From an optimization exercise on the open Yosys and OpenROAD flow, aimed at small area; shortcuts taken in it are not production practice. Function was checked by simulation only, so behaviour that the tests miss may differ from the original. Power and IR drop assume default switching activity.

==> inputs of 10-08 <==
Design vending_machine_topmodule, start of the top module:
module vending_machine_topmodule(CLOCK_50, reset, KEY, SW, LEDG, HEX0, HEX1, HEX2, HEX3, LEDR);
export LEC_CHECK = 0
export ABC_AREA = 1
export CAP_MARGIN = 20
export CORE_MARGIN = 2
export CORE_UTILIZATION = 70
export CTS_BUF_LIST = sky130_fd_sc_hd__clkbuf_2 sky130_fd_sc_hd__clkbuf_4 sky130_fd_sc_hd__clkbuf_8
export PLACE_DENSITY = 0.8
export SLEW_MARGIN = 20
create_clock -name core_clock -period 30.0 [get_ports {CLOCK_50}]
standard.sh (not shown) runs the stock make flow with config.mk's settings and CLKGATE_MAP_FILE= SYNTH_SCRIPT=/design/flow/synth_recipe.tcl, a recipe that flattens the netlist after the stock synthesis.
==> flow/flow/run.sh <==
#!/bin/bash
# Own layout flow: the standard ORFS flow with
#  - synthesis: the standard synthesis script, but without the adder extraction
#    (ADDER_MAP_FILE empty) and with a stronger area-oriented ABC script (flow/area.abc);
#    registers come out of the same yosys passes, with the same names and cells
#  - port buffers: the smallest buffer (buf_1) instead of the default choice
# Each tool's output is logged to a file of its own in this folder.
set -euo pipefail
W=$(pwd)
F=$W/flow
# synthesis script: the standard flow's, with the abc call using our script
{
  head -n 1 $W/synth_recipe.tcl
  cat <<EOT
proc abc {args} {
  set out {}
  set skip 0
  foreach a \$args {
    if {\$skip} { set skip 0; continue }
    if {\$a eq "-script"} { set skip 1; continue }
    if {\$a eq "-constr"} { set skip 1; continue }
    lappend out \$a
  }
  yosys abc -script $F/area.abc {*}\$out
}
EOT
  tail -n +2 $W/synth_recipe.tcl
} > $W/own_synth.tcl

source $F/settings.sh
MK=(make -C $FLOW_HOME DESIGN_CONFIG=$FLOW_CONFIG WORK_HOME=$W/orfs CLKGATE_MAP_FILE=
    SYNTH_SCRIPT=$W/own_synth.tcl ADDER_MAP_FILE=
    "BUFFER_PORTS_ARGS=-buffer_cell sky130_fd_sc_hd__buf_1"
    "${SETTINGS[@]}")
"${MK[@]}" synth > $W/log_synth.txt 2>&1
"${MK[@]}" floorplan > $W/log_floorplan.txt 2>&1
"${MK[@]}" place > $W/log_place.txt 2>&1
"${MK[@]}" cts > $W/log_cts.txt 2>&1
"${MK[@]}" route > $W/log_route.txt 2>&1
"${MK[@]}" finish > $W/log_finish.txt 2>&1
R=$W/orfs/results/$FLOW_PLATFORM/vending_machine_topmodule/base
: # left out here: write the final layout as DEF
==> flow/flow/area.abc <==
strash
&get -n
&st
&deepsyn -T 20
&dch
&nf -R 1000
&put
==> flow/flow/settings.sh <==
SETTINGS=(ABC_AREA=1 CAP_MARGIN=20 CORE_MARGIN=2 CORE_UTILIZATION=70 PLACE_DENSITY=0.8 SLEW_MARGIN=20
  "CTS_BUF_LIST=sky130_fd_sc_hd__clkbuf_2 sky130_fd_sc_hd__clkbuf_4 sky130_fd_sc_hd__clkbuf_8")
==> 05-13: changes against 10-08 <==
==> flow/flow/run.sh (replaced) <==
#!/bin/bash
# Own layout flow: the standard ORFS flow with
#  - synthesis: the standard flow's synthesis script (same yosys passes, so the same registers
#    with the same names and cells), but without the adder extraction
#    (ADDER_MAP_FILE empty) and with an area-oriented ABC script; the combinational
#    logic is mapped with several ABC random seeds and the smallest result is kept
#  - port buffers: the smallest buffer (buf_1)
#  - clock tree: settings in flow/settings.sh
# Each tool's output is logged to a file of its own in this folder.
set -euo pipefail
W=$(pwd)
F=$W/flow
source $F/settings.sh
# ABC scripts, one per seed
for s in $ABC_SEEDS; do
  sed "s/@SEED@/$s/" $F/area.abc > $W/area_$s.abc
done
# synthesis script: the standard flow's, with the abc call replaced
{
  head -n 1 $W/synth_recipe.tcl
  cat <<EOT
proc abc {args} {
  set out {}
  set skip 0
  foreach a \$args {
    if {\$skip} { set skip 0; continue }
    if {\$a eq "-script" || \$a eq "-constr"} { set skip 1; continue }
    lappend out \$a
  }
  yosys design -save pre_abc
  set best 1e30
  foreach s {$ABC_SEEDS} {
    yosys design -load pre_abc
    yosys abc -script $W/area_\$s.abc {*}\$out
    yosys tee -q -o $W/abc_stat_\$s.txt stat -liberty [lindex \$::env(LIB_FILES) 0]
    set fh [open $W/abc_stat_\$s.txt r]
    set txt [read \$fh]
    close \$fh
    regexp {Chip area for module[^:]*: *([0-9.]+)} \$txt -> area
    puts "abc seed \$s: area \$area"
    if {\$area < \$best} {
      set best \$area
      yosys design -save best_abc
    }
  }
  yosys design -load best_abc
  puts "abc best area \$best"
}
EOT
  tail -n +2 $W/synth_recipe.tcl
} > $W/own_synth.tcl

MK=(make -C $FLOW_HOME DESIGN_CONFIG=$FLOW_CONFIG WORK_HOME=$W/orfs CLKGATE_MAP_FILE=
    SYNTH_SCRIPT=$W/own_synth.tcl ADDER_MAP_FILE=
    "BUFFER_PORTS_ARGS=-buffer_cell sky130_fd_sc_hd__buf_1"
    "${SETTINGS[@]}")
"${MK[@]}" synth > $W/log_synth.txt 2>&1
"${MK[@]}" floorplan > $W/log_floorplan.txt 2>&1
"${MK[@]}" place > $W/log_place.txt 2>&1
"${MK[@]}" cts > $W/log_cts.txt 2>&1
"${MK[@]}" route > $W/log_route.txt 2>&1
"${MK[@]}" finish > $W/log_finish.txt 2>&1
R=$W/orfs/results/$FLOW_PLATFORM/vending_machine_topmodule/base
: # left out here: write the final layout as DEF
==> flow/flow/area.abc (replaced) <==
strash
&get -n
&st
&deepsyn -T 20 -S @SEED@
&dch
&nf -R 1000
&put
==> flow/flow/settings.sh (replaced) <==
ABC_SEEDS="1 2 3 4 5 6"
SETTINGS=(ABC_AREA=1 CAP_MARGIN=20 CORE_MARGIN=2 CORE_UTILIZATION=70 PLACE_DENSITY=0.8 SLEW_MARGIN=20
  SKIP_REPAIR_TIE_FANOUT=1
  "CTS_ARGS=-sink_clustering_enable -repair_clock_nets -dont_use_dummy_load -buf_list sky130_fd_sc_hd__clkbuf_8 -root_buf sky130_fd_sc_hd__clkbuf_8 -sink_clustering_size 16")
==> comparison table <==
Outcome: 05-13 complete, no violations; 10-08 complete, no violations
Number of vias per cell after detailed routing: 05-13 6.060; 10-08 5.753
Pin count of the biggest net entering global routing: 05-13 21; 10-08 20
Clock network share of area: 05-13 2.835%; 10-08 3.305%
Worst slew slack as a fraction of its limit: 05-13 36.93%; 10-08 38.83%
Post-Place Cells: 05-13 363; 10-08 381
Areal power density over the cells: 05-13 43.16 nW/um^2; 10-08 48.18 nW/um^2
Highest-delay cell along the critical path: 05-13 sky130_fd_sc_hd__a31oi_1; 10-08 sky130_fd_sc_hd__o21ai_0
Critical path endpoint: 05-13 te[1]$_SDFFE_PP0P_; 10-08 th[1]$_SDFFE_PP0P_
Final cell count without fillers: 05-13 368; 10-08 389
Vias in the first global route: 05-13 1853; 10-08 1834
Fraction of final layout cells sized beyond drive strength 1: 05-13 1.791%; 10-08 2.319%
Final-layout clock buffer total: 05-13 5; 10-08 6
Period utilisation layout: 05-13 27.33%; 10-08 27.71%
Via count: 05-13 2230; 10-08 2238
Timing startpoint of the critical path: 05-13 KEY[0]; 10-08 KEY[1]
# fillers: 05-13 236; 10-08 223
Placed cell areas: 05-13 2359 um^2; 10-08 2416 um^2
X dimension of the die: 05-13 59.79 um; 10-08 60.25 um
Top cell type's share of synthesized area: 05-13 38.60%; 10-08 37.97%

==> re-timing with driven ports <==
No port has a modelled driver above. Below, the same layouts with a new extraction and two added sets of constraints. Step 1 (the two cells are an assumption about what drives the block):
set clk [get_ports {CLOCK_50}]
set_driving_cell -lib_cell sky130_fd_sc_hd__clkbuf_16 $clk
set_driving_cell -lib_cell sky130_fd_sc_hd__buf_2 [delete_from_list [all_inputs] $clk]
Step 2 times the ports against the registers' clock, not the clock port: input delays grow and output delays shrink by t, the midpoint of the rising clock arrivals with the driver on. Three values: no drivers, after step 1, after step 2; two values: the first two.
run | t (ns) | setup slack, ns | worst setup path after step 2 | clock arrival spread, ns | worst slew at a driven data input, ns
10-08 | 0.363 | 21.687 / 21.691 / 21.327 | input to register | 0.009 / 0.009 | 0.03
05-13 | 0.315 | 21.800 / 21.806 / 21.491 | input to register | 0.015 / 0.015 | 0.04
After both steps setup and hold are still met in every run listed. For 10-08, which loses most, drivers alone change the setup slack by +0.004 ns; drivers and shift together by -0.360 ns.
